Background: an optimization exercise with open tools, aiming at small area, a short achievable clock period and few clock cycles. Do not read the settings as production practice.
Function was checked by simulation only, so behaviour that the tests miss may differ from the original.

### flow/config.mk
export PLATFORM = sky130hd
export DESIGN_NAME = geofence
export DESIGN_NICKNAME = geofence
export VERILOG_FILES = /design/flow/design.v
export SDC_FILE = /design/flow/constraint.sdc
export NUM_CORES = 4
export LEC_CHECK = 0
export ABC_CLOCK_PERIOD_IN_PS = 6000
export CAP_MARGIN = 20
export CORE_MARGIN = 2
export CORE_UTILIZATION = 60
export SETUP_SLACK_MARGIN = 5
export SLEW_MARGIN = 20
### flow/constraint.sdc
create_clock -name core_clock -period 12.0 [get_ports {clk}]
set_input_delay 2.4000 -clock core_clock [delete_from_list [all_inputs] [get_ports {clk}]]
set_output_delay 2.4000 -clock core_clock [all_outputs]
set_load 0.01 [all_outputs]
### flow/design.v
module geofence (clk, reset, X, Y, valid, is_inside);
    input clk;
    input reset;
    input [9:0] X;
    input [9:0] Y;
    output valid;
    output is_inside;
    reg [3:0] phase;
    reg [9:0] tx, ty;
    reg       vsx, vsy, lsx, lsy, rsx, rsy;
    reg [9:0] vmx, vmy_n, lmx_n, lmy, rmx_n, rmy;
    reg       inside_acc;
    reg       _valid, _inside;
    assign valid = _valid;
    assign is_inside = _inside;
    wire [10:0] ex = {1'b0, X} + {1'b0, ~tx};
    wire [10:0] ey = {1'b0, Y} + {1'b0, ~ty};
    wire        dsx = ~ex[10];
    wire        dsy = ~ey[10];
    wire [9:0]  dmx = dsx ? ~ex[9:0] : ex[9:0] + 10'd1;
    wire [9:0]  dmy = dsy ? ~ey[9:0] : ey[9:0] + 10'd1;
    wire ge_l, ge_r;   
    geofence_cmp cmp_l (.an(lmx_n), .bn(vmy_n), .c(vmx), .d(lmy), .msb(ge_l));
    geofence_cmp cmp_r (.an(rmx_n), .bn(vmy_n), .c(vmx), .d(rmy), .msb(ge_r));
    wire s1l = lsx ^ vsy, s2l = vsx ^ lsy;
    wire s1r = rsx ^ vsy, s2r = vsx ^ rsy;
    wire nl1 = s1l, nl0 = s1l ^ (s1l == s2l);
    wire nr1 = s1r, nr0 = s1r ^ (s1r == s2r);
    wire nl = ge_l ? nl1 : nl0;
    wire nr = ge_r ? nr1 : nr0;
    wire active = (phase >= 4'd3) && (phase <= 4'd7);
    wire [3:0] upd_l_t = {nl1 & nr1, nl1 & nr0, nl0 & nr1, nl0 & nr0};
    wire [3:0] upd_r_t = {~nl1 & ~nr1, ~nl1 & ~nr0, ~nl0 & ~nr1, ~nl0 & ~nr0};
    wire upd_l = active & upd_l_t[{ge_l, ge_r}];
    wire upd_r = active & upd_r_t[{ge_l, ge_r}];
    wire wrap = nl & ~nr;
    always @(posedge clk or posedge reset) begin
        if (reset) begin
            phase <= 4'd0;
            _valid <= 1'b0;
            _inside <= 1'b0;
        end else begin
            phase <= (phase == 4'd8) ? 4'd0 : phase + 4'd1;
            _valid <= (phase == 4'd7);
            if (phase == 4'd7) _inside <= inside_acc | wrap;
        end
    end
    always @(posedge clk) begin
        if (phase == 4'd0) begin
            tx <= X;
            ty <= Y;
        end
        vsx <= dsx; vsy <= dsy; vmx <= dmx; vmy_n <= ~dmy;
        if (phase == 4'd2) begin
            lsx <= vsx; lsy <= vsy; lmx_n <= ~vmx; lmy <= ~vmy_n;
            rsx <= vsx; rsy <= vsy; rmx_n <= ~vmx; rmy <= ~vmy_n;
            inside_acc <= 1'b0;
        end else begin
            if (upd_l) begin
                lsx <= vsx; lsy <= vsy; lmx_n <= ~vmx; lmy <= ~vmy_n;
            end
            if (upd_r) begin
                rsx <= vsx; rsy <= vsy; rmx_n <= ~vmx; rmy <= ~vmy_n;
            end
            if (active & wrap) inside_acc <= 1'b1;
        end
    end
endmodule
module geofence_cmp(input [9:0] an,bn,c,d, output msb);
  wire t1 = ~(an[0] | bn[0]);
  wire t2 = ~(c[0] & d[0]);
  wire t3 = ~(an[1] | bn[0]);
  wire t4 = ~(c[1] & d[0]);
  wire t5 = ~(an[2] | bn[0]);
  wire t6 = ~(c[2] & d[0]);
  wire t7 = ~(an[3] | bn[0]);
  wire t8 = ~(c[3] & d[0]);
  wire t9 = ~(an[4] | bn[0]);
  wire t10 = ~(c[4] & d[0]);
  wire t11 = ~(an[5] | bn[0]);
  wire t12 = ~(c[5] & d[0]);
  wire t13 = ~(an[6] | bn[0]);
  wire t14 = ~(c[6] & d[0]);
  wire t15 = ~(an[7] | bn[0]);
  wire t16 = ~(c[7] & d[0]);
  wire t17 = ~(an[8] | bn[0]);
  wire t18 = ~(c[8] & d[0]);
  wire t19 = ~(an[9] | bn[0]);
  wire t20 = ~(c[9] & d[0]);
  wire t21 = ~(an[0] | bn[1]);
  wire t22 = ~(c[0] & d[1]);
  wire t23 = ~(an[1] | bn[1]);
  wire t24 = ~(c[1] & d[1]);
  wire t25 = ~(an[2] | bn[1]);
  wire t26 = ~(c[2] & d[1]);
  wire t27 = ~(an[3] | bn[1]);
  wire t28 = ~(c[3] & d[1]);
  wire t29 = ~(an[4] | bn[1]);
  wire t30 = ~(c[4] & d[1]);
  wire t31 = ~(an[5] | bn[1]);
  wire t32 = ~(c[5] & d[1]);
  wire t33 = ~(an[6] | bn[1]);
  wire t34 = ~(c[6] & d[1]);
  wire t35 = ~(an[7] | bn[1]);
  wire t36 = ~(c[7] & d[1]);
  wire t37 = ~(an[8] | bn[1]);
  wire t38 = ~(c[8] & d[1]);
  wire t39 = ~(an[9] | bn[1]);
  wire t40 = ~(c[9] & d[1]);
  wire t41 = ~(an[0] | bn[2]);
  wire t42 = ~(c[0] & d[2]);
  wire t43 = ~(an[1] | bn[2]);
  wire t44 = ~(c[1] & d[2]);
  wire t45 = ~(an[2] | bn[2]);
  wire t46 = ~(c[2] & d[2]);
  wire t47 = ~(an[3] | bn[2]);
  wire t48 = ~(c[3] & d[2]);
  wire t49 = ~(an[4] | bn[2]);
  wire t50 = ~(c[4] & d[2]);
  wire t51 = ~(an[5] | bn[2]);
  wire t52 = ~(c[5] & d[2]);
  wire t53 = ~(an[6] | bn[2]);
  wire t54 = ~(c[6] & d[2]);
  wire t55 = ~(an[7] | bn[2]);
  wire t56 = ~(c[7] & d[2]);
  wire t57 = ~(an[8] | bn[2]);
  wire t58 = ~(c[8] & d[2]);
  wire t59 = ~(an[9] | bn[2]);
  wire t60 = ~(c[9] & d[2]);
  wire t61 = ~(an[0] | bn[3]);
  wire t62 = ~(c[0] & d[3]);
  wire t63 = ~(an[1] | bn[3]);
  wire t64 = ~(c[1] & d[3]);
  wire t65 = ~(an[2] | bn[3]);
  wire t66 = ~(c[2] & d[3]);
  wire t67 = ~(an[3] | bn[3]);
  wire t68 = ~(c[3] & d[3]);
  wire t69 = ~(an[4] | bn[3]);
  wire t70 = ~(c[4] & d[3]);
  wire t71 = ~(an[5] | bn[3]);
  wire t72 = ~(c[5] & d[3]);
  wire t73 = ~(an[6] | bn[3]);
  wire t74 = ~(c[6] & d[3]);
  wire t75 = ~(an[7] | bn[3]);
  wire t76 = ~(c[7] & d[3]);
  wire t77 = ~(an[8] | bn[3]);
  wire t78 = ~(c[8] & d[3]);
  wire t79 = ~(an[9] | bn[3]);
  wire t80 = ~(c[9] & d[3]);
  wire t81 = ~(an[0] | bn[4]);
  wire t82 = ~(c[0] & d[4]);
  wire t83 = ~(an[1] | bn[4]);
  wire t84 = ~(c[1] & d[4]);
  wire t85 = ~(an[2] | bn[4]);
  wire t86 = ~(c[2] & d[4]);
  wire t87 = ~(an[3] | bn[4]);
  wire t88 = ~(c[3] & d[4]);
  wire t89 = ~(an[4] | bn[4]);
  wire t90 = ~(c[4] & d[4]);
  wire t91 = ~(an[5] | bn[4]);
  wire t92 = ~(c[5] & d[4]);
  wire t93 = ~(an[6] | bn[4]);
  wire t94 = ~(c[6] & d[4]);
  wire t95 = ~(an[7] | bn[4]);
  wire t96 = ~(c[7] & d[4]);
  wire t97 = ~(an[8] | bn[4]);
  wire t98 = ~(c[8] & d[4]);
  wire t99 = ~(an[9] | bn[4]);
  wire t100 = ~(c[9] & d[4]);
  wire t101 = ~(an[0] | bn[5]);
  wire t102 = ~(c[0] & d[5]);
  wire t103 = ~(an[1] | bn[5]);
  wire t104 = ~(c[1] & d[5]);
  wire t105 = ~(an[2] | bn[5]);
  wire t106 = ~(c[2] & d[5]);
  wire t107 = ~(an[3] | bn[5]);
  wire t108 = ~(c[3] & d[5]);
  wire t109 = ~(an[4] | bn[5]);
  wire t110 = ~(c[4] & d[5]);
  wire t111 = ~(an[5] | bn[5]);
  wire t112 = ~(c[5] & d[5]);
  wire t113 = ~(an[6] | bn[5]);
  wire t114 = ~(c[6] & d[5]);
  wire t115 = ~(an[7] | bn[5]);
  wire t116 = ~(c[7] & d[5]);
  wire t117 = ~(an[8] | bn[5]);
  wire t118 = ~(c[8] & d[5]);
  wire t119 = ~(an[9] | bn[5]);
  wire t120 = ~(c[9] & d[5]);
  wire t121 = ~(an[0] | bn[6]);
  wire t122 = ~(c[0] & d[6]);
  wire t123 = ~(an[1] | bn[6]);
  wire t124 = ~(c[1] & d[6]);
  wire t125 = ~(an[2] | bn[6]);
  wire t126 = ~(c[2] & d[6]);
  wire t127 = ~(an[3] | bn[6]);
  wire t128 = ~(c[3] & d[6]);
  wire t129 = ~(an[4] | bn[6]);
  wire t130 = ~(c[4] & d[6]);
  wire t131 = ~(an[5] | bn[6]);
  wire t132 = ~(c[5] & d[6]);
  wire t133 = ~(an[6] | bn[6]);
  wire t134 = ~(c[6] & d[6]);
  wire t135 = ~(an[7] | bn[6]);
  wire t136 = ~(c[7] & d[6]);
  wire t137 = ~(an[8] | bn[6]);
  wire t138 = ~(c[8] & d[6]);
  wire t139 = ~(an[9] | bn[6]);
  wire t140 = ~(c[9] & d[6]);
  wire t141 = ~(an[0] | bn[7]);
  wire t142 = ~(c[0] & d[7]);
  wire t143 = ~(an[1] | bn[7]);
  wire t144 = ~(c[1] & d[7]);
  wire t145 = ~(an[2] | bn[7]);
  wire t146 = ~(c[2] & d[7]);
  wire t147 = ~(an[3] | bn[7]);
  wire t148 = ~(c[3] & d[7]);
  wire t149 = ~(an[4] | bn[7]);
  wire t150 = ~(c[4] & d[7]);
  wire t151 = ~(an[5] | bn[7]);
  wire t152 = ~(c[5] & d[7]);
  wire t153 = ~(an[6] | bn[7]);
  wire t154 = ~(c[6] & d[7]);
  wire t155 = ~(an[7] | bn[7]);
  wire t156 = ~(c[7] & d[7]);
  wire t157 = ~(an[8] | bn[7]);
  wire t158 = ~(c[8] & d[7]);
  wire t159 = ~(an[9] | bn[7]);
  wire t160 = ~(c[9] & d[7]);
  wire t161 = ~(an[0] | bn[8]);
  wire t162 = ~(c[0] & d[8]);
  wire t163 = ~(an[1] | bn[8]);
  wire t164 = ~(c[1] & d[8]);
  wire t165 = ~(an[2] | bn[8]);
  wire t166 = ~(c[2] & d[8]);
  wire t167 = ~(an[3] | bn[8]);
  wire t168 = ~(c[3] & d[8]);
  wire t169 = ~(an[4] | bn[8]);
  wire t170 = ~(c[4] & d[8]);
  wire t171 = ~(an[5] | bn[8]);
  wire t172 = ~(c[5] & d[8]);
  wire t173 = ~(an[6] | bn[8]);
  wire t174 = ~(c[6] & d[8]);
  wire t175 = ~(an[7] | bn[8]);
  wire t176 = ~(c[7] & d[8]);
  wire t177 = ~(an[8] | bn[8]);
  wire t178 = ~(c[8] & d[8]);
  wire t179 = ~(an[9] | bn[8]);
  wire t180 = ~(c[9] & d[8]);
  wire t181 = ~(an[0] | bn[9]);
  wire t182 = ~(c[0] & d[9]);
  wire t183 = ~(an[1] | bn[9]);
  wire t184 = ~(c[1] & d[9]);
  wire t185 = ~(an[2] | bn[9]);
  wire t186 = ~(c[2] & d[9]);
  wire t187 = ~(an[3] | bn[9]);
  wire t188 = ~(c[3] & d[9]);
  wire t189 = ~(an[4] | bn[9]);
  wire t190 = ~(c[4] & d[9]);
  wire t191 = ~(an[5] | bn[9]);
  wire t192 = ~(c[5] & d[9]);
  wire t193 = ~(an[6] | bn[9]);
  wire t194 = ~(c[6] & d[9]);
  wire t195 = ~(an[7] | bn[9]);
  wire t196 = ~(c[7] & d[9]);
  wire t197 = ~(an[8] | bn[9]);
  wire t198 = ~(c[8] & d[9]);
  wire t199 = ~(an[9] | bn[9]);
  wire t200 = ~(c[9] & d[9]);
  wire t201, t202;
  assign {t202, t201} = 1'b1 + t19 + t20;
  wire t203 = 1'b1 ^ t39;
  wire t204 = 1'b1 & t39;
  wire t205, t206;
  assign {t206, t205} = 1'b1 + t13 + t14;
  wire t207, t208;
  assign {t208, t207} = 1'b1 + t15 + t16;
  wire t209, t210;
  assign {t210, t209} = t33 + t34 + t51;
  wire t211 = t52 ^ t69;
  wire t212 = t52 & t69;
  wire t213, t214;
  assign {t214, t213} = 1'b1 + t17 + t18;
  wire t215, t216;
  assign {t216, t215} = t35 + t36 + t53;
  wire t217, t218;
  assign {t218, t217} = t54 + t71 + t72;
  wire t219, t220;
  assign {t220, t219} = t89 + t90 + t107;
  wire t221 = t108 ^ t125;
  wire t222 = t108 & t125;
  wire t223, t224;
  assign {t224, t223} = t37 + t38 + t55;
  wire t225, t226;
  assign {t226, t225} = t56 + t73 + t74;
  wire t227, t228;
  assign {t228, t227} = t91 + t92 + t109;
  wire t229, t230;
  assign {t230, t229} = t110 + t127 + t128;
  wire t231, t232;
  assign {t232, t231} = t145 + t146 + t163;
  wire t233 = t164 ^ t181;
  wire t234 = t164 & t181;
  wire t235, t236;
  assign {t236, t235} = t40 + t57 + t58;
  wire t237, t238;
  assign {t238, t237} = t75 + t76 + t93;
  wire t239, t240;
  assign {t240, t239} = t94 + t111 + t112;
  wire t241, t242;
  assign {t242, t241} = t129 + t130 + t147;
  wire t243, t244;
  assign {t244, t243} = t148 + t165 + t166;
  wire t245, t246;
  assign {t246, t245} = t183 + t184 + t234;
  wire t247, t248;
  assign {t248, t247} = t59 + t60 + t77;
  wire t249, t250;
  assign {t250, t249} = t78 + t95 + t96;
  wire t251, t252;
  assign {t252, t251} = t113 + t114 + t131;
  wire t253, t254;
  assign {t254, t253} = t132 + t149 + t150;
  wire t255, t256;
  assign {t256, t255} = t167 + t168 + t185;
  wire t257, t258;
  assign {t258, t257} = t79 + t80 + t97;
  wire t259, t260;
  assign {t260, t259} = t98 + t115 + t116;
  wire t261, t262;
  assign {t262, t261} = t133 + t134 + t151;
  wire t263, t264;
  assign {t264, t263} = t99 + t100 + t117;
  wire t265, t266;
  assign {t266, t265} = 1'b1 + t9 + t10;
  wire t267, t268;
  assign {t268, t267} = 1'b1 + t11 + t12;
  wire t269, t270;
  assign {t270, t269} = t29 + t30 + t47;
  wire t271 = t48 ^ t65;
  wire t272 = t48 & t65;
  wire t273, t274;
  assign {t274, t273} = t31 + t32 + t49;
  wire t275, t276;
  assign {t276, t275} = t50 + t67 + t68;
  wire t277, t278;
  assign {t278, t277} = t85 + t86 + t103;
  wire t279 = t104 ^ t121;
  wire t280 = t104 & t121;
  wire t281, t282;
  assign {t282, t281} = t70 + t87 + t88;
  wire t283, t284;
  assign {t284, t283} = t105 + t106 + t123;
  wire t285, t286;
  assign {t286, t285} = t124 + t141 + t142;
  wire t287, t288;
  assign {t288, t287} = t280 + t206 + t207;
  wire t289, t290;
  assign {t290, t289} = t126 + t143 + t144;
  wire t291, t292;
  assign {t292, t291} = t161 + t162 + t212;
  wire t293, t294;
  assign {t294, t293} = t208 + t213 + t221;
  wire t295, t296;
  assign {t296, t295} = t210 + t282 + t284;
  wire t297, t298;
  assign {t298, t297} = t182 + t222 + t201;
  wire t299, t300;
  assign {t300, t299} = t214 + t233 + t216;
  wire t301, t302;
  assign {t302, t301} = t218 + t220 + t290;
  wire t303, t304;
  assign {t304, t303} = t223 + t225 + t227;
  wire t305, t306;
  assign {t306, t305} = t202 + t203 + t224;
  wire t307, t308;
  assign {t308, t307} = t226 + t228 + t230;
  wire t309, t310;
  assign {t310, t309} = t232 + t235 + t237;
  wire t311, t312;
  assign {t312, t311} = t239 + t241 + t243;
  wire t313, t314;
  assign {t314, t313} = t186 + t204 + t236;
  wire t315, t316;
  assign {t316, t315} = t238 + t240 + t242;
  wire t317, t318;
  assign {t318, t317} = t244 + t247 + t249;
  wire t319, t320;
  assign {t320, t319} = t251 + t253 + t255;
  wire t321, t322;
  assign {t322, t321} = t152 + t169 + t170;
  wire t323, t324;
  assign {t324, t323} = t187 + t188 + t248;
  wire t325, t326;
  assign {t326, t325} = t250 + t252 + t254;
  wire t327, t328;
  assign {t328, t327} = t256 + t257 + t259;
  wire t329, t330;
  assign {t330, t329} = t118 + t135 + t136;
  wire t331, t332;
  assign {t332, t331} = t153 + t154 + t171;
  wire t333, t334;
  assign {t334, t333} = t172 + t189 + t190;
  wire t335, t336;
  assign {t336, t335} = t258 + t260 + t262;
  wire t337, t338;
  assign {t338, t337} = t119 + t120 + t137;
  wire t339, t340;
  assign {t340, t339} = t138 + t155 + t156;
  wire t341, t342;
  assign {t342, t341} = t173 + t174 + t191;
  wire t343, t344;
  assign {t344, t343} = t139 + t140 + t157;
  wire t345 = 1'b1 ^ t5;
  wire t346 = 1'b1 & t5;
  wire t347, t348;
  assign {t348, t347} = 1'b1 + t7 + t8;
  wire t349, t350;
  assign {t350, t349} = t25 + t26 + t43;
  wire t351, t352;
  assign {t352, t351} = t27 + t28 + t45;
  wire t353, t354;
  assign {t354, t353} = t46 + t63 + t64;
  wire t355 = t81 ^ t82;
  wire t356 = t81 & t82;
  wire t357, t358;
  assign {t358, t357} = t66 + t83 + t84;
  wire t359, t360;
  assign {t360, t359} = t101 + t102 + t356;
  wire t361, t362;
  assign {t362, t361} = t266 + t267 + t271;
  wire t363, t364;
  assign {t364, t363} = t122 + t272 + t205;
  wire t365, t366;
  assign {t366, t365} = t268 + t279 + t270;
  wire t367, t368;
  assign {t368, t367} = t358 + t273 + t275;
  wire t369, t370;
  assign {t370, t369} = t211 + t274 + t276;
  wire t371, t372;
  assign {t372, t371} = t278 + t209 + t281;
  wire t373, t374;
  assign {t374, t373} = t283 + t285 + t364;
  wire t375, t376;
  assign {t376, t375} = t286 + t215 + t217;
  wire t377, t378;
  assign {t378, t377} = t219 + t289 + t288;
  wire t379, t380;
  assign {t380, t379} = t291 + t293 + t370;
  wire t381, t382;
  assign {t382, t381} = t229 + t231 + t292;
  wire t383, t384;
  assign {t384, t383} = t294 + t297 + t296;
  wire t385, t386;
  assign {t386, t385} = t299 + t376 + t301;
  wire t387, t388;
  assign {t388, t387} = t298 + t245 + t300;
  wire t389, t390;
  assign {t390, t389} = t302 + t305 + t304;
  wire t391, t392;
  assign {t392, t391} = t307 + t382 + t309;
  wire t393, t394;
  assign {t394, t393} = t246 + t306 + t308;
  wire t395, t396;
  assign {t396, t395} = t313 + t310 + t312;
  wire t397, t398;
  assign {t398, t397} = t315 + t317 + t319;
  wire t399, t400;
  assign {t400, t399} = t261 + t321 + t314;
  wire t401, t402;
  assign {t402, t401} = t316 + t323 + t318;
  wire t403, t404;
  assign {t404, t403} = t320 + t325 + t327;
  wire t405, t406;
  assign {t406, t405} = t322 + t263 + t329;
  wire t407, t408;
  assign {t408, t407} = t331 + t333 + t324;
  wire t409, t410;
  assign {t410, t409} = t326 + t328 + t335;
  wire t411, t412;
  assign {t412, t411} = t192 + t264 + t330;
  wire t413, t414;
  assign {t414, t413} = t332 + t334 + t337;
  wire t415, t416;
  assign {t416, t415} = t339 + t341 + t336;
  wire t417, t418;
  assign {t418, t417} = t158 + t175 + t176;
  wire t419, t420;
  assign {t420, t419} = t193 + t194 + t338;
  wire t421, t422;
  assign {t422, t421} = t340 + t342 + t343;
  wire t423, t424;
  assign {t424, t423} = t159 + t160 + t177;
  wire t425, t426;
  assign {t426, t425} = t178 + t195 + t196;
  wire t427 = 1'b1 ^ t3;
  wire t428 = 1'b1 & t3;
  wire t429, t430;
  assign {t430, t429} = t6 + t23 + t24;
  wire t431 = t41 ^ t42;
  wire t432 = t41 & t42;
  wire t433, t434;
  assign {t434, t433} = t44 + t61 + t62;
  wire t435, t436;
  assign {t436, t435} = t346 + t432 + t347;
  wire t437, t438;
  assign {t438, t437} = t265 + t348 + t355;
  wire t439, t440;
  assign {t440, t439} = t350 + t434 + t351;
  wire t441, t442;
  assign {t442, t441} = t352 + t354 + t269;
  wire t443, t444;
  assign {t444, t443} = t357 + t438 + t359;
  wire t445, t446;
  assign {t446, t445} = t277 + t360 + t362;
  wire t447, t448;
  assign {t448, t447} = t363 + t365 + t442;
  wire t449, t450;
  assign {t450, t449} = t287 + t366 + t368;
  wire t451, t452;
  assign {t452, t451} = t369 + t446 + t371;
  wire t453, t454;
  assign {t454, t453} = t372 + t295 + t374;
  wire t455, t456;
  assign {t456, t455} = t375 + t377 + t379;
  wire t457, t458;
  assign {t458, t457} = t378 + t303 + t381;
  wire t459, t460;
  assign {t460, t459} = t380 + t383 + t454;
  wire t461, t462;
  assign {t462, t461} = t311 + t384 + t387;
  wire t463, t464;
  assign {t464, t463} = t386 + t389 + t458;
  wire t465, t466;
  assign {t466, t465} = t388 + t390 + t393;
  wire t467, t468;
  assign {t468, t467} = t392 + t395 + t397;
  wire t469, t470;
  assign {t470, t469} = t394 + t399 + t396;
  wire t471, t472;
  assign {t472, t471} = t401 + t398 + t403;
  wire t473, t474;
  assign {t474, t473} = t405 + t400 + t407;
  wire t475, t476;
  assign {t476, t475} = t402 + t404 + t409;
  wire t477, t478;
  assign {t478, t477} = t406 + t411 + t413;
  wire t479, t480;
  assign {t480, t479} = t408 + t410 + t415;
  wire t481, t482;
  assign {t482, t481} = t417 + t412 + t414;
  wire t483, t484;
  assign {t484, t483} = t419 + t421 + t416;
  wire t485, t486;
  assign {t486, t485} = t344 + t418 + t423;
  wire t487, t488;
  assign {t488, t487} = t425 + t420 + t422;
  wire t489, t490;
  assign {t490, t489} = t179 + t180 + t197;
  wire t491, t492;
  assign {t492, t491} = t198 + t424 + t426;
  wire t493 = t4 ^ t21;
  wire t494 = t4 & t21;
  wire t495, t496;
  assign {t496, t495} = t428 + t494 + t345;
  wire t497, t498;
  assign {t498, t497} = t430 + t349 + t433;
  wire t499, t500;
  assign {t500, t499} = t353 + t436 + t437;
  wire t501, t502;
  assign {t502, t501} = t361 + t440 + t441;
  wire t503, t504;
  assign {t504, t503} = t367 + t444 + t445;
  wire t505, t506;
  assign {t506, t505} = t373 + t448 + t449;
  wire t507, t508;
  assign {t508, t507} = t450 + t452 + t453;
  wire t509, t510;
  assign {t510, t509} = t385 + t457 + t456;
  wire t511, t512;
  assign {t512, t511} = t391 + t460 + t461;
  wire t513, t514;
  assign {t514, t513} = t462 + t464 + t465;
  wire t515, t516;
  assign {t516, t515} = t466 + t469 + t468;
  wire t517, t518;
  assign {t518, t517} = t470 + t473 + t472;
  wire t519, t520;
  assign {t520, t519} = t477 + t474 + t476;
  wire t521, t522;
  assign {t522, t521} = t478 + t481 + t483;
  wire t523, t524;
  assign {t524, t523} = t485 + t482 + t487;
  wire t525, t526;
  assign {t526, t525} = t489 + t486 + t491;
  wire t527, t528;
  assign {t528, t527} = t199 + t200 + t490;
  wire t529 = 1'b1 ^ t1;
  wire t530 = 1'b1 & t1;
  wire t531, t532;
  assign {t532, t531} = t22 + t530 + t427;
  wire t533, t534;
  assign {t534, t533} = t431 + t429 + t532;
  wire t535, t536;
  assign {t536, t535} = t496 + t435 + t534;
  wire t537, t538;
  assign {t538, t537} = t498 + t439 + t499;
  wire t539, t540;
  assign {t540, t539} = t500 + t443 + t501;
  wire t541, t542;
  assign {t542, t541} = t502 + t447 + t503;
  wire t543, t544;
  assign {t544, t543} = t504 + t451 + t505;
  wire t545, t546;
  assign {t546, t545} = t455 + t506 + t507;
  wire t547, t548;
  assign {t548, t547} = t459 + t508 + t509;
  wire t549, t550;
  assign {t550, t549} = t463 + t510 + t511;
  wire t551, t552;
  assign {t552, t551} = t467 + t512 + t513;
  wire t553, t554;
  assign {t554, t553} = t471 + t514 + t515;
  wire t555, t556;
  assign {t556, t555} = t475 + t516 + t517;
  wire t557, t558;
  assign {t558, t557} = t479 + t518 + t519;
  wire t559, t560;
  assign {t560, t559} = t480 + t520 + t521;
  wire t561, t562;
  assign {t562, t561} = t484 + t523 + t522;
  wire t563, t564;
  assign {t564, t563} = t488 + t525 + t524;
  wire t565, t566;
  assign {t566, t565} = t492 + t527 + t526;
  wire [20:0] r0 = {1'b0, t528, t564, t562, t560, t558, t556, t554, t552, t550, t548, t546, t544, t542, t540, t538, t536, t497, t495, t493, t2};
  wire [20:0] r1 = {1'b0, t566, t565, t563, t561, t559, t557, t555, t553, t551, t549, t547, t545, t543, t541, t539, t537, t535, t533, t531, t529};
  wire [20:0] s = r0 + r1;
  assign msb = s[20];
endmodule
### flow/flow/run.sh
#!/bin/bash
# The standard layout, with one step added after synthesis: flow/fapol.py
# picks the polarity of each full-adder cell (a full adder is self-dual), of
# each half adder (rebuilt from an xor and an and-type gate) and of 2-input
# and/or gates, so that few inverters are left in the carry-save trees, and
# puts each full adder's latest-arriving input on its fastest pin (CIN);
# cells that drive many pins get a larger drive strength.
# The registers keep their names and cell types (some get a larger drive
# strength); the other changes are to combinational cells.
# Each tool's output goes to a log here: synth.log, fapol.log, finish.log
# (ORFS also keeps each step's log under orfs/logs).
set -euo pipefail
R=orfs/results/$FLOW_PLATFORM/geofence/base
bash standard.sh synth > synth.log 2>&1
cp $R/1_2_yosys.v $R/1_2_yosys.std.v
python3 flow/fapol.py $R/1_2_yosys.std.v $R/1_2_yosys.v > fapol.log 2>&1
rm -f $R/1_synth.odb $R/1_synth.sdc
bash standard.sh finish > finish.log 2>&1
### flow/flow/fapol.py
#!/usr/bin/env python3
"""Picks signal polarities around the full and half adders of a Yosys netlist.

A full adder is self-dual: FA(~a, ~b, ~c) = (~sum, ~cout), so each sky130 fa
cell may be flipped (inputs and outputs taken complemented). A half adder is
rebuilt from an xor2/xnor2 and a 2-input and-type gate, which take inputs in
either polarity and give outputs in either polarity. 2-input and/nand/or/nor
gates may give their output complemented (and2 <-> nand2, or2 <-> nor2).
Inverters are put back only where a load needs the other polarity of a net
(at most one per net). Flips are chosen by simulated annealing on inverter
count and gate area. Then each full adder gets its latest-arriving input on
CIN, its fastest pin, and its earliest on A. Registers are not touched;
inverters that drive a port or an assign are left alone.
Last, a cell driving many pins gets a larger drive strength.
usage: fapol.py in.v out.v [seed]
"""
import re, sys, random, math
from collections import defaultdict
sys.setrecursionlimit(100000)

src = re.sub(r'\(\*.*?\*\)', '', open(sys.argv[1]).read())
seed = int(sys.argv[3]) if len(sys.argv) > 3 else 1
mstart = src.index('module ')
head_end = src.index(');', mstart) + 2
body = src[head_end:src.rindex('endmodule')]
stmts = re.findall(r'\s*(.*?;)', body, re.S)
decls = []; insts = []; others = []
inst_re = re.compile(r'(\S+)\s+(\S+)\s*\((.*)\)\s*;', re.S)
for s in stmts:
    t = s.strip()
    if t.startswith(('wire', 'input', 'output', 'reg')):
        decls.append(t)
    elif t.startswith('assign'):
        others.append(t)
    else:
        m = inst_re.match(t)
        assert m, t
        typ, name, pins = m.groups()
        pm = [(p, n.strip()) for p, n in re.findall(r'\.(\w+)\(([^()]*)\)', pins)]
        insts.append([typ, name, pm])

OUTP = {'X', 'Y', 'Q', 'Q_N', 'SUM', 'COUT', 'HI', 'LO'}
PFX = 'sky130_fd_sc_hd__'
def kind(t):
    b = t[len(PFX):] if t.startswith(PFX) else t
    m = re.fullmatch(r'(\w+?)_(\d+)', b)
    return (m.group(1), m.group(2)) if m else (b, '')
def is_inv(t): return kind(t)[0] == 'inv'
def is_fa(t): return kind(t)[0] == 'fa'
def is_ha(t): return kind(t)[0] == 'ha' and kind(t)[1] == '1'
FLEX = {'and2': 'nand2', 'nand2': 'and2', 'or2': 'nor2', 'nor2': 'or2', 'mux2': 'mux2i', 'mux2i': 'mux2'}
CHEAP = {'nand2', 'nor2', 'mux2i'}
OUTPIN = {'and2': 'X', 'or2': 'X', 'mux2': 'X', 'nand2': 'Y', 'nor2': 'Y', 'mux2i': 'Y'}
def is_flex(t):
    k, d = kind(t)
    return k in FLEX and d in ('0', '1', '2', '4') and (FLEX[k] + '_' + d) in LIBCELLS
LIBCELLS = set(re.findall(r'cell \("' + PFX + r'(\w+)"\)', open('/OpenROAD-flow-scripts/flow/platforms/sky130hd/lib/sky130_fd_sc_hd__tt_025C_1v80.lib').read()))

protected = set()
for o in others:
    for w in re.findall(r'\\?[A-Za-z_][\w$]*(?:\s*\[\d+\])?', o):
        protected.add(w.replace(' ', ''))
for d in decls:
    if d.startswith(('input', 'output')):
        for nm in re.sub(r'^(input|output)\s+(\[[^\]]*\]\s*)?', '', d).rstrip(';').split(','):
            protected.add(nm.strip())
pbase = set(p.split('[')[0].strip() for p in protected)
def is_prot(n): return n in protected or n.split('[')[0].strip() in pbase

drv = {}
for k, (t, n, pm) in enumerate(insts):
    for p, net in pm:
        if p in OUTP: drv[net] = k
removable = set()
for k, (t, n, pm) in enumerate(insts):
    if is_inv(t):
        d = dict(pm)
        if not is_prot(d['Y']) and d['A'] in drv:
            removable.add(k)
def root(net):
    par = 0
    while net in drv and drv[net] in removable:
        net = dict(insts[drv[net]][2])['A']; par ^= 1
    return net, par

fa_set = set(k for k, (t, n, pm) in enumerate(insts) if is_fa(t)
             and not any(is_prot(net) for p, net in pm if p in OUTP))
ha_set = set(k for k, (t, n, pm) in enumerate(insts) if is_ha(t)
             and not any(is_prot(net) for p, net in pm if p in OUTP))
flex_set = set(k for k, (t, n, pm) in enumerate(insts) if k not in removable and is_flex(t)
               and not any(is_prot(net) for p, net in pm if p in OUTP))
fa_ids = sorted(fa_set)

loads = defaultdict(list)   # root net -> [(inst, pin index, parity)]
for k, (t, n, pm) in enumerate(insts):
    if k in removable: continue
    for i, (p, net) in enumerate(pm):
        if p in OUTP: continue
        r, par = root(net)
        loads[r].append((k, i, par))
flip = defaultdict(int)
def drv_kind(r):
    k = drv.get(r)
    if k in fa_set: return 'fa'
    if k in ha_set or k in flex_set: return 'free'
    return 'fixed'
def wants(r):
    w = set()
    for (k, i, par) in loads[r]:
        if k in ha_set: continue          # a half adder takes either polarity
        w.add(par ^ (flip[k] if k in fa_set else 0))
    return w
def choose(r):
    """(driver polarity, cost) for root net r"""
    w = wants(r)
    dk = drv_kind(r)
    if dk == 'fa':
        d = flip[drv[r]]
    elif dk == 'free':
        if len(w) == 1: d = next(iter(w))
        else:
            d = 1 if kind(insts[drv[r]][0])[0] in FLEX and FLEX.get(kind(insts[drv[r]][0])[0]) in CHEAP and len(w) == 2 else 0
            if kind(insts[drv[r]][0])[0] in CHEAP: d = 0
    else:
        d = 0
    cost = 1.0 if any(x != d for x in w) else 0.0
    k = drv.get(r)
    if k in flex_set:
        base = kind(insts[k][0])[0]
        now = base if d == 0 else FLEX[base]
        if now not in CHEAP: cost += 0.67
    return d, cost
touch = {}
for k in fa_ids:
    s = set()
    for p, net in insts[k][2]:
        s.add(root(net)[0] if p not in OUTP else net)
    touch[k] = s
allnets = list(set(loads.keys()) | set(n for n in drv if drv[n] not in removable))
cost = sum(choose(r)[1] for r in allnets)
start = cost
rng = random.Random(seed)
best = cost; bestflip = dict(flip)
steps = 300000
for step in range(steps):
    T = 2.0 * (1 - step / steps) + 0.01
    k = rng.choice(fa_ids)
    before = sum(choose(r)[1] for r in touch[k])
    flip[k] ^= 1
    after = sum(choose(r)[1] for r in touch[k])
    d = after - before
    if d <= 0 or rng.random() < math.exp(-d / T):
        cost += d
        if cost < best - 1e-9:
            best = cost; bestflip = dict(flip)
    else:
        flip[k] ^= 1
flip = defaultdict(int, bestflip)
sys.stderr.write(f'cost {start:.1f} -> {best:.1f}; flipped {sum(flip.values())} of {len(fa_ids)} adders\n')

# rebuild
pol = {}
for r in allnets: pol[r] = choose(r)[0]
new_insts = []; new_wires = []; invnet = {}
cnt = [0]
def fresh(prefix):
    cnt[0] += 1
    return f'_{prefix}{cnt[0]}_'
def get_inv(r):
    if r not in invnet:
        n = fresh('pol'); invnet[r] = n; new_wires.append(n)
        new_insts.append([PFX + 'inv_1', fresh('polinv'), [('A', r), ('Y', n)]])
    return invnet[r]
rewired = {}; inpol = {}
for r, ls in loads.items():
    d = pol.get(r, 0)
    for (k, i, par) in ls:
        if k in ha_set:
            rewired[(k, i)] = r
            inpol[(k, i)] = par ^ d        # physical = wanted ^ inpol
            continue
        w = par ^ (flip[k] if k in fa_set else 0)
        rewired[(k, i)] = get_inv(r) if w != d else r
out_insts = []
for k, (t, n, pm) in enumerate(insts):
    if k in removable: continue
    pm2 = [(p, rewired.get((k, i), net)) for i, (p, net) in enumerate(pm)]
    if k in flex_set:
        outn = [v for p, v in pm2 if p in OUTP][0]
        if pol.get(outn, 0):
            b, dstr = kind(t)
            t = PFX + FLEX[b] + '_' + dstr
            op = OUTPIN[FLEX[b]]
            pm2 = [((op if p in ('X', 'Y') else p), v) for p, v in pm2]
    if k in ha_set:
        d = dict(pm2)
        pa = inpol[(k, [p for p, v in pm].index('A'))]
        pb = inpol[(k, [p for p, v in pm].index('B'))]
        ps = pol.get(d['SUM'], 0); pc = pol.get(d['COUT'], 0)
        A, B = d['A'], d['B']
        xt = 'xor2_1' if (pa ^ pb ^ ps) == 0 else 'xnor2_1'
        out_insts.append([PFX + xt, n + 's', [('A', A), ('B', B), ('X' if xt == 'xor2_1' else 'Y', d['SUM'])]])
        # carry: a & b, inputs physical A = a ^ pa, B = b ^ pb, output c ^ pc
        if pa == 0 and pb == 0:
            ct, pins = ('and2_1', 'X') if pc == 0 else ('nand2_1', 'Y'), [('A', A), ('B', B)]
        elif pa == 1 and pb == 1:
            ct, pins = ('nor2_1', 'Y') if pc == 0 else ('or2_1', 'X'), [('A', A), ('B', B)]
        else:
            An, Bp = (A, B) if pa == 1 else (B, A)   # An carries ~x, Bp carries y
            ct, pins = ('and2b_1', 'X') if pc == 0 else ('nand2b_1', 'Y'), [('A_N', An), ('B', Bp)]
        out_insts.append([PFX + ct[0], n + 'c', pins + [(ct[1], d['COUT'])]])
        continue
    out_insts.append([t, n, pm2])
out_insts += new_insts

# pin order of full adders by estimated arrival
FA_D = {'A': (0.57, 0.45), 'B': (0.54, 0.42), 'CIN': (0.52, 0.40)}
odrv = {}
for idx, (t, n, pm) in enumerate(out_insts):
    for p, net in pm:
        if p in OUTP: odrv[net] = (idx, p)
SEQ = ('dfxtp', 'dfrtp', 'edfxtp', 'dfstp', 'dfbbp', 'dfxbp', 'dfrbp', 'sdf', 'dlx', 'conb')
arr = {}
def arrival(net):
    if net in arr: return arr[net]
    d = odrv.get(net)
    if d is None:
        arr[net] = 0.0; return 0.0
    t, n, pm = out_insts[d[0]]
    b = kind(t)[0]
    if b.startswith(SEQ):
        arr[net] = 0.4; return 0.4
    arr[net] = 0.0
    ins = [(p, v) for p, v in pm if p not in OUTP]
    if is_fa(t):
        k = 0 if d[1] == 'SUM' else 1
        a = max(arrival(v) + FA_D[p][k] for p, v in ins)
    else:
        dl = 0.06 if b == 'inv' else 0.25 if b.startswith('x') else 0.2
        a = max([arrival(v) for p, v in ins] or [0.0]) + dl
    arr[net] = a
    return a
swapped = 0
for _ in range(3):
    arr.clear()
    for idx, (t, n, pm) in enumerate(out_insts):
        if not is_fa(t): continue
        d = dict(pm)
        nets = sorted([d['A'], d['B'], d['CIN']], key=arrival)
        new = {'A': nets[0], 'B': nets[1], 'CIN': nets[2]}
        if new != {'A': d['A'], 'B': d['B'], 'CIN': d['CIN']}:
            swapped += 1
            out_insts[idx][2] = [(p, new.get(p, v)) for p, v in pm]
sys.stderr.write(f'adders with inputs reordered: {swapped}\n')

# drive strength by fanout: a cell (not a full or half adder, inverter or
# buffer) that drives 4 or more pins gets the _2 size, 8 or more the _4 size,
# where the library has it; nothing is made smaller
fo = defaultdict(int)
for t, n, pm in out_insts:
    for p, v in pm:
        if p not in OUTP: fo[v] += 1
upsized = 0
for idx, (t, n, pm) in enumerate(out_insts):
    b, dstr = kind(t)
    if not dstr or b in ('fa', 'ha', 'inv', 'buf', 'clkbuf', 'conb'): continue
    outs = [v for p, v in pm if p in OUTP]
    if not outs: continue
    f = max(fo[v] for v in outs)
    want = 4 if f >= 8 else 2 if f >= 4 else 0
    if not want: continue
    for size in (want, 2):
        if size and int(dstr) < size and f'{b}_{size}' in LIBCELLS:
            out_insts[idx][0] = PFX + f'{b}_{size}'
            upsized += 1
            break
sys.stderr.write(f'cells upsized: {upsized}\n')

out = [src[:head_end]]
for d in decls: out.append('  ' + d)
for w in new_wires: out.append(f'  wire {w};')
for t, n, pm in out_insts:
    pins = ',\n'.join(f'    .{p}({v}' + (' )' if v.startswith('\\') else ')') for p, v in pm)
    name = n if not n.startswith('\\') else n
    out.append(f'  {t} {name} (\n{pins}\n  );')
for o in others: out.append('  ' + o)
out.append('endmodule')
open(sys.argv[2], 'w').write('\n'.join(out) + '\n')
cnt_inv = sum(1 for t, n, pm in out_insts if is_inv(t))
sys.stderr.write(f'inverters {sum(1 for t,n,pm in insts if is_inv(t))} -> {cnt_inv}\n')
### flow/standard.sh
#!/bin/bash
# synth_recipe.tcl (not shown) runs the flow's synth.tcl, then flattens the netlist and writes it again
# the make line also repeats each setting of config.mk as NAME=value (left out here)
make -C /OpenROAD-flow-scripts/flow DESIGN_CONFIG=/design/flow/config.mk WORK_HOME=/design/flow/orfs CLKGATE_MAP_FILE= SYNTH_SCRIPT=/design/flow/synth_recipe.tcl "${@:-finish}"
==> qor.yml, run 1 <==
global_routing:
  grt_pass1_vias: 10540
  grt_max_degree: 23
  grt_overflow: 0
  grt_antenna_before_repair: 1
  grt_pass1_wl_um: 55860
  grt_usage_pct: 30.23
clock_network:
  cts_hold_buf: 0
  clk_latency_ns: 0.36
  htree_levels: 3
  tritoncts: "done"
  postCtsResizedCells: 0
  cts_sinks: 93
  cts_buffer_depth: 2
  cts_root_buf: "clkbuf_16"
  cts.clk_slew.worst_paths_ns: 0.08
  cts_setup_buffers: 0
  numCtsBuffers: 9
floorplanning:
  die_x_um: 158.1
  core-area_um2: 23400
  chipHeight_um: 158.1
  num_io_pins: 24
  die-area_um2: 24990
  initial_core_util_pct: 60.87
  rows: 56
setup_path:
  critPathArrivalTime_ns: 6.49
  worstPathCellList: "buf_4, nor2_2, fa_1, fa_1, fa_1, fa_1, fa_1, fa_1, xor2_1, nand2_1, nor3_1, nand4_1, o211ai_1, mux2i_2, nand2_1, o21ai_4"
  crit_type: "reg2reg"
  crit_cells: 16
  r2r_cells: 16
  crit_path_end_kind: "flop"
  slowest_stage: "dfxtp_2"
  cp_num_buf_inv: 1
  crit_family: "adder cells"
  r2r_setup_slack_ns: 5.51
  crit_top_cell: "fa_1"
  setup.worst_path.end: "lmx_n[5]$_DFFE_PP_"
  startpoint: "vmy_n[6]$_DFF_P_"
  path_max_fanout: 11
  r2r_start: "vmy_n[6]$_DFF_P_"
  max_stage_delay_ns: 0.59
  required_ns: 12.00
  worst_r2r_endpoint: "lmx_n[5]$_DFFE_PP_"
  cp-start-kind: "flop"
timing:
  slew_violations: 0
  timing.slew.headroom_pct: 36.07
  fin_crit_ns: 6.487
  fin_skew_ns: 0.01487
  period_share_pct: 54.06
  finalSetupTns_ns: 0
  rsz0062_at_grt: "false"
  finalHoldViolCount: 0
  fmax_mhz: 154.1
  setup_viol: 0
  worstMarginPinSlew_ns: 0.9569
run:
  cap_violations: 0
detailed_routing:
  via_count: 9508
  viasPerCell: 5.869
  routedWlPerCell_um: 21.15
  wirelength_um: 34260
  drtPass1Iterations: 5
  drtIter0Drc: 614
  drc_errors: 0
  ant_nets: 0
layout:
  n_antenna_cell: 0
  syn2layout_area_growth_pct: 5.673
  layout.cells.most_common: "fa_1"
  nFillCells: 1937
  final_nets: 1648
  final_cell_mix: "fa_1, nand2_1, nor2_2, nor2_1, xor2_1"
  drive_gt1_share_pct: 17.06
yosys:
  syn_area_um2: 14250
  synth_warnings: 1
  synth_cells: 1308
  avgSynthCellArea_um2: 10.89
  synth_fp_nets: 1660
place:
  hpwlAfterDp_um: 25510
  io_buffers: 23
  finalWeightedCongestion: 0.8509
hold_path:
  hp-class: "reg2reg"
status:
  status: "complete, no violations"
[registers in the layout, summed over array words and instances, names as in the netlist]
name	flops
_inside	1
_valid	1
inside_acc	1
lmx_n	10
lmy	10
lsx	1
lsy	1
phase	4
rmx_n	10
rmy	10
rsx	1
rsy	1
tx	10
ty	10
vmx	10
vmy_n	10
vsx	1
vsy	1
[final cells by class]
| cell class | count | area (µm²) | area share, % |
|---|---|---|---|
| multi-input cells | 1116 | 11340 | 75.32 |
| flip-flops and latches | 93 | 2550 | 16.94 |
| well taps | 319 | 399.1 | 2.651 |
| repair buffers | 40 | 361.6 | 2.402 |
| clock buffers | 11 | 232.7 | 1.546 |
| inverters | 36 | 135.1 | 0.8976 |
| clock inverters | 5 | 36.28 | 0.2410 |
[layer usage]
| layer | wire, µm | global-route usage (%) | vias to the layer above |
|---|---|---|---|
| met3 | 2558 | 5.502 | 103 |
| li1 | - | - | 4052 |
| met1 | 12980 | 39.15 | 4924 |
| met2 | 17600 | 51.68 | 427 |
| met5 | 13 | 0 | - |
| met4 | 1116 | 10.51 | 2 |
[stage by stage]
step	util (%)	cell area [µm²]	worst slack (ns)	std cells	hold WS, ns
after floorplan	-	14250	5.985	1308	0.4474
after global placement	63.02	14750	5.144	1602	0.4612
after detailed placement	63.02	14750	5.121	1602	0.4746
after CTS	64.17	15020	5.041	1618	0.4931
after global routing	64.33	15050	5.180	1620	0.5094
final	64.33	15050	5.513	1620	0.5080
[how the worst min path moves through the flow]
stage	startpoint	end	slack [ns]	cells past startpoint
finish	vsy$_DFF_P_	lsy$_DFFE_PP_	0.51	0
global route	vsx$_DFF_P_	lsx$_DFFE_PP_	0.51	0
CTS	vsy$_DFF_P_	lsy$_DFFE_PP_	0.49	0
detailed placement	vsx$_DFF_P_	rsx$_DFFE_PP_	0.47	0
global placement	vsx$_DFF_P_	lsx$_DFFE_PP_	0.46	0
floorplan	vsx$_DFF_P_	lsx$_DFFE_PP_	0.45	0
Testbench counts, summed over its fixed seeds: cycles 10,800.
==> inputs of run 2 (changes only) <==
--- a/flow/design.v
+++ b/flow/design.v
@@ -32,6 +32,8 @@
     wire [3:0] upd_l_t = {nl1 & nr1, nl1 & nr0, nl0 & nr1, nl0 & nr0};
     wire [3:0] upd_r_t = {~nl1 & ~nr1, ~nl1 & ~nr0, ~nl0 & ~nr1, ~nl0 & ~nr0};
-    wire upd_l = active & upd_l_t[{ge_l, ge_r}];
-    wire upd_r = active & upd_r_t[{ge_l, ge_r}];
+    wire [3:0] load_l_t = {4{active}} & upd_l_t;
+    wire [3:0] load_r_t = {4{active}} & upd_r_t;
+    wire load_l = (phase == 4'd2) | load_l_t[{ge_l, ge_r}];
+    wire load_r = (phase == 4'd2) | load_r_t[{ge_l, ge_r}];
     wire wrap = nl & ~nr;
     always @(posedge clk or posedge reset) begin
@@ -52,17 +54,14 @@
         end
         vsx <= dsx; vsy <= dsy; vmx <= dmx; vmy_n <= ~dmy;
-        if (phase == 4'd2) begin
+        if (load_l) begin
             lsx <= vsx; lsy <= vsy; lmx_n <= ~vmx; lmy <= ~vmy_n;
+        end
+        if (load_r) begin
             rsx <= vsx; rsy <= vsy; rmx_n <= ~vmx; rmy <= ~vmy_n;
-            inside_acc <= 1'b0;
-        end else begin
-            if (upd_l) begin
-                lsx <= vsx; lsy <= vsy; lmx_n <= ~vmx; lmy <= ~vmy_n;
-            end
-            if (upd_r) begin
-                rsx <= vsx; rsy <= vsy; rmx_n <= ~vmx; rmy <= ~vmy_n;
-            end
-            if (active & wrap) inside_acc <= 1'b1;
         end
+        if (phase == 4'd2)
+            inside_acc <= 1'b0;
+        else if (active & wrap)
+            inside_acc <= 1'b1;
     end
 endmodule
==> run 2 against run 1 <==
Against the previous run:
- clock-buffer cell count fell by 2
- fmax rose by 0.32%
- synthesized cell count fell by 0.31%
- register-to-register slack improved by 0.02 ns
- final area barely moved
- worst hold slack got worse by 0.032 ns
- critical path type unchanged
- critical endpoint is now lmy[4]$_DFFE_PP_
- highest routed layer is now met4
==> qor.yml, run 2 <==
status:
  status: "complete, no violations"
detailed_routing:
  dr_wl_met2_um: 17660  # +0.38%
  drtIter0Drc: 612  # -0.33%
  routedWlPerCell_um: 21.39  # +1.1%
  ant_nets: 0  # unchanged
  top_layer_used: "met4"
  drtPass1Iterations: 5  # unchanged
  met1_length_um: 13320  # +2.6%
  wirelength_um: 34650  # +1.1%
  drc_errors: 0  # unchanged
  wl_met3_um: 2651  # +3.6%
  via_count: 9454  # -0.57%
  viasPerCell: 5.836  # -0.57%
timing:
  period_share_pct: 53.89  # -0.17 points
  fmax_mhz: 154.6  # +0.32%
  rsz0062_at_grt: "false"
  worstMarginPinSlew_ns: 0.6913  # -0.2656 ns
  fin_skew_ns: 0.01379  # -0.001083 ns
  fin_crit_ns: 6.467  # -0.02064 ns
  finalHoldViolCount: 0  # unchanged
  setup_viol: 0  # unchanged
  setup_slack_ns: 5.533  # +0.02064 ns
  finalSetupTns_ns: 0  # unchanged
  timing.slew.headroom_pct: 53.91  # +18 points
  slew_violations: 0  # unchanged
hold_path:
  hp-class: "reg2reg"
clock_network:
  cts_setup_buffers: 0  # unchanged
  htree_levels: 3  # unchanged
  cts.clk_slew.worst_paths_ns: 0.08  # about the same
  cts_hold_buf: 0  # unchanged
  cts_sinks: 93  # unchanged
  postCtsResizedCells: 0  # unchanged
  cts_root_buf: "clkbuf_16"
  clk_latency_ns: 0.36  # about the same
  tritoncts: "done"
  cts_buffer_depth: 2  # unchanged
  numCtsBuffers: 9  # unchanged
global_routing:
  grt_usage_pct: 30.64  # +0.41 points
  grt_max_degree: 23  # unchanged
  grt_overflow: 0  # unchanged
  grt_pass1_wl_um: 56320  # +0.83%
  grt_antenna_before_repair: 0  # -1
  grt_pass1_vias: 10500  # -0.41%
yosys:
  syn_area_um2: 14180  # -0.46%
  synth_warnings: 1  # unchanged
  synth_fp_nets: 1656  # -0.24%
  synth_cells: 1304  # -0.31%
  avgSynthCellArea_um2: 10.88  # -0.15%
run:
  cap_violations: 0  # unchanged
floorplanning:
  core-area_um2: 23330  # -0.30%
  initial_core_util_pct: 60.78  # -0.096 points
  die-area_um2: 24880  # -0.45%
  chipHeight_um: 157.7  # -0.22%
  rows: 56  # unchanged
  num_io_pins: 24  # unchanged
  die_x_um: 157.7  # -0.22%
layout:
  layout.cells.most_common: "fa_1"
  n_antenna_cell: 0  # unchanged
  nFillCells: 1915  # -1.1%
  syn2layout_area_growth_pct: 6.123
  final_nets: 1648  # unchanged
  final_cell_mix: "fa_1, nand2_1, nor2_2, nor2_1, xor2_1"
  drive_gt1_share_pct: 16.14  # -0.92 points
place:
  io_buffers: 23  # unchanged
  dp_slack_ns: 5.565  # +0.4443 ns
  finalWeightedCongestion: 0.8706  # +2.3%
  hpwlAfterDp_um: 26390  # +3.4%
setup_path:
  critPathArrivalTime_ns: 6.50  # about the same
  crit_path_end_kind: "flop"
  path_max_fanout: 22  # +11
  crit_type: "reg2reg"
  required_ns: 12.03  # +0.03 ns
  cp-start-kind: "flop"
run 2: per-stage QoR:
stage          hold WS [ns]  instance area [µm²]  utilization (%)  std cells
3_3_place_gp         0.4483                14730            63.14       1604
3_5_place_dp         0.4573                14730            63.14       1604
4_1_cts              0.4815                15050            64.50       1620
6_report             0.4762                15050            64.50       1620
5_1_grt              0.4957                15050            64.50       1620
2_1_floorplan        0.4248                14180                -       1304
run 2: path summary, 6_finish.rpt:
kind / end / cells past startpoint / slack [ns] / start
setup / recovery: lmy[4]$_DFFE_PP_ / 17 / 5.53 / vmy_n[3]$_DFF_P_
max in group asynchronous: phase[0]$_DFF_PP0_ / 2 / 9.51 / reset
min in group asynchronous: _valid$_DFF_PP0_ / 2 / 2.25 / reset
setup reg to reg: lmy[4]$_DFFE_PP_ / 17 / 5.53 / vmy_n[3]$_DFF_P_
hold / removal: inside_acc$_SDFFE_PP0P_ / 2 / 0.48 / inside_acc$_SDFFE_PP0P_
hold reg to reg: inside_acc$_SDFFE_PP0P_ / 2 / 0.48 / inside_acc$_SDFFE_PP0P_
run 2: per-layer routing:
layer / global-route usage, % / up-vias
met2: 53.40 / 397
li1: - / 4050
met3: 6.187 / 88
met1: 39.03 / 4919
met5: 0 / -
met4: 8.918 / 0
run 2: worst max-delay path, stage by stage (launching register included):
cell and delay [ns]:
dfxtp_1 0.63, buf_4 0.33, nor2_1 0.09, fa_1 0.41, fa_1 0.43, fa_1 0.48, fa_1 0.51, fa_1 0.53
fa_1 0.43, xor2_1 0.18, a21oi_1 0.13, o21ai_0 0.15, a221oi_1 0.30, o21ai_0 0.23, or3_1 0.44, and2_1 0.22
o41ai_4 0.28, buf_4 0.34
run 2: final cells by class:
cell class | count | area [µm²] | share of cell area (%)
clock inverter | 7 | 91.34 | 0.6069
inverter | 38 | 142.6 | 0.9478
tap | 319 | 399.1 | 2.652
multi-input combinational | 1109 | 11250 | 74.78
clock buffer | 9 | 225.2 | 1.497
sequential | 93 | 2541 | 16.89
timing repair buffer | 45 | 395.4 | 2.627
Testbench counts of run 2, summed over its fixed seeds: cycles 10,800.
==> inputs of run 3 (changes only) <==
--- a/flow/flow/fapol.py
+++ b/flow/flow/fapol.py
@@ -255,5 +255,5 @@
 
 # drive strength by fanout: a cell (not a full or half adder, inverter or
-# buffer) that drives 4 or more pins gets the _2 size, 8 or more the _4 size,
+# buffer) that drives 4 or more pins (counted through buffers) gets the _2 size, 8 or more the _4 size,
 # where the library has it; nothing is made smaller
 fo = defaultdict(int)
@@ -261,4 +261,18 @@
     for p, v in pm:
         if p not in OUTP: fo[v] += 1
+# buffers left by synthesis (removed by the floorplan step) count through
+ldr = defaultdict(list)
+for t, n, pm in out_insts:
+    for p, v in pm:
+        if p not in OUTP: ldr[v].append((t, pm))
+def eff_fo(v, depth=0):
+    tot = 0
+    for t, pm in ldr[v]:
+        if kind(t)[0] in ('buf', 'clkbuf') and depth < 20:
+            tot += sum(eff_fo(w, depth + 1) for p, w in pm if p in OUTP)
+        else:
+            tot += 1
+    return tot
+for v in list(fo): fo[v] = eff_fo(v)
 upsized = 0
 for idx, (t, n, pm) in enumerate(out_insts):
==> run 3 against run 2 <==
Against the previous run:
- clock skew shrank 0.0040 ns
- critical endpoint is now rmy[0]$_DFFE_PP_
- first-iteration DRC count shrank 17%
- wire length decreased by 2.7%
- non-clock buffer count is 21 lower
- via count down 1.9%
- largest cell class unchanged
==> qor.yml, run 3 <==
setup_path:
  worstPathCellList: "nand2_1, fa_1, fa_1, fa_1, fa_1, fa_1, fa_1, xor2_1, nand4_1, a2111oi_1, o21ai_0, o31ai_2, a32o_4"
  required_ns: 12.04  # about the same
  crit_type: "reg2reg"
  crit_path_end_kind: "flop"
  crit_top_cell: "fa_1"
  crit_family: "adder cells"
  cp_num_buf_inv: 0  # -2
  cp-start-kind: "flop"
  startpoint: "lmy[5]$_DFFE_PP_"
  path_max_fanout: 22  # unchanged
  max_stage_delay_ns: 0.95  # +0.32 ns
  critPathArrivalTime_ns: 6.54  # +0.04 ns
  slowest_stage: "a2111oi_1"
  r2r_start: "lmy[5]$_DFFE_PP_"
place:
  finalWeightedCongestion: 0.8686  # -0.23%
  hpwlAfterDp_um: 25450  # -3.5%
  io_buffers: 23  # unchanged
timing:
  finalHoldViolCount: 0  # unchanged
  fin_skew_ns: 0.009828  # -0.003958 ns
  slew_violations: 0  # unchanged
  finalSetupTns_ns: 0  # unchanged
  setup_viol: 0  # unchanged
  fin_crit_ns: 6.504  # +0.03703 ns
  timing.slew.headroom_pct: 30.14  # -24 points
  rsz0062_at_grt: "false"
  fmax_mhz: 153.8  # -0.57%
  period_share_pct: 54.20  # +0.31 points
  worstMarginPinSlew_ns: 1.045  # +0.3539 ns
yosys:
  synth_fp_nets: 1656  # unchanged
  synth_warnings: 1  # unchanged
  syn_area_um2: 14260  # +0.56%
  avgSynthCellArea_um2: 10.94  # +0.56%
  synth_cells: 1304  # unchanged
clock_network:
  numCtsBuffers: 9  # unchanged
  cts_buffer_depth: 2  # unchanged
  cts_hold_buf: 0  # unchanged
  tritoncts: "done"
  cts_root_buf: "clkbuf_16"
  postCtsResizedCells: 0  # unchanged
  htree_levels: 3  # unchanged
  clk_latency_ns: 0.36  # about the same
  cts_sinks: 93  # unchanged
  cts.clk_slew.worst_paths_ns: 0.07  # about the same
  cts_setup_buffers: 0  # unchanged
detailed_routing:
  wirelength_um: 33720  # -2.7%
  routedWlPerCell_um: 21.09  # -1.4%
  top_layer_used: "met5"
  wl_met3_um: 2412  # -9.0%
  via_count: 9270  # -1.9%
  dr_wl_met2_um: 16810  # -4.8%
  drtIter0Drc: 505  # -17%
  drtPass1Iterations: 5  # unchanged
  viasPerCell: 5.797  # -0.66%
  ant_nets: 0  # unchanged
  met1_length_um: 13630  # +2.3%
  drc_errors: 0  # unchanged
floorplanning:
  initial_core_util_pct: 60.93  # +0.15 points
  die-area_um2: 25020  # +0.55%
  rows: 56  # unchanged
  chipHeight_um: 158.2  # +0.27%
  num_io_pins: 24  # unchanged
  die_x_um: 158.2  # +0.27%
  core-area_um2: 23400  # +0.30%
global_routing:
  grt_pass1_vias: 10240  # -2.5%
  grt_overflow: 0  # unchanged
  grt_antenna_before_repair: 1  # +1
  grt_pass1_wl_um: 55690  # -1.1%
  grt_max_degree: 23  # unchanged
  grt_usage_pct: 30.14  # -0.51 points
layout:
  utilization_pct: 63.99  # -0.51 points
  nFillCells: 1920  # +0.26%
  drive_gt1_share_pct: 16.25  # +0.11 points
  n_antenna_cell: 0  # unchanged
  final_cell_mix: "fa_1, nand2_1, nor2_2, nor2_1, xor2_1"
  syn2layout_area_growth_pct: 5.010
  layout.cells.most_common: "fa_1"
  final_nets: 1627  # -1.3%
hold_path:
  hp-class: "reg2reg"
  hold_path_startpoint: "inside_acc$_SDFFE_PP0P_"
run:
  cap_violations: 0  # unchanged
status:
  status: "complete, no violations"
run 3: per-layer routing:
layer,up-vias,GRT usage (%)
li1,4011,-
met1,4818,40.95
met2,372,50.89
met3,67,5.119
met4,2,7.979
met5,-,0
run 3: final cells by class:
class | instances | area (µm²) | share of cell area, %
multi-input combinational | 1109 | 11260 | 75.17
clock buffer | 9 | 225.2 | 1.504
sequential | 93 | 2620 | 17.50
clock inverter | 7 | 93.84 | 0.6267
tap | 319 | 399.1 | 2.665
inverter | 38 | 142.6 | 0.9525
timing repair buffer | 24 | 237.7 | 1.588
run 3: worst min-delay path, cell delays in order, from the launching register on:
cell and delay, ns:
dfxtp_1 0.33, nand2_1 0.05, o21ai_0 0.06
run 3: worst paths after layout:
path,endpoint,cells past startpoint,slack [ns]
min in group asynchronous,_valid$_DFF_PP0_,2,2.28
max in group asynchronous,phase[3]$_DFF_PP0_,2,9.44
setup reg to reg,rmy[0]$_DFFE_PP_,13,5.50
hold reg to reg,inside_acc$_SDFFE_PP0P_,2,0.47
setup / recovery,rmy[0]$_DFFE_PP_,13,5.50
hold / removal,inside_acc$_SDFFE_PP0P_,2,0.47
run 3: stage by stage:
step           std cells  worst slack, ns  area (µm²)  hold WS (ns)
3_3_place_gp        1583            5.234       14650        0.4437
6_report            1599            5.496       14970        0.4710
2_1_floorplan       1304            5.771       14260        0.4248
4_1_cts             1599            5.553       14970        0.4786
5_1_grt             1599            5.188       14970        0.4977
3_5_place_dp        1583            5.569       14660        0.4609

-- what the ideal ports hide --
No port has a modelled driver above. Below, the same layouts with a new extraction and two added sets of constraints.
Step 1, drivers: a clkbuf_16 drives clk and a buf_2 each remaining input, both assumed.
Step 2, shift: input delay + t, output delay - t, t = (earliest + latest rising clock arrival at the registers) / 2. This alone moves slack from input paths to output paths.
Three values: ideal, step 1, step 2; two values: the first two.
| run | t (ns) | slack for setup (ns) | clock arrival spread, ns | worst data-port slew with drivers (ns) |
|---|---|---|---|---|
| run 1 | 0.399 | 5.513 / 5.513 / 5.513 | 0.015 / 0.015 | 0.03 |
| run 2 | 0.405 | 5.533 / 5.533 / 5.533 | 0.014 / 0.014 | 0.04 |
| run 3 | 0.405 | 5.496 / 5.496 / 5.496 | 0.011 / 0.011 | 0.03 |
After both steps setup and hold are still met in every run listed.
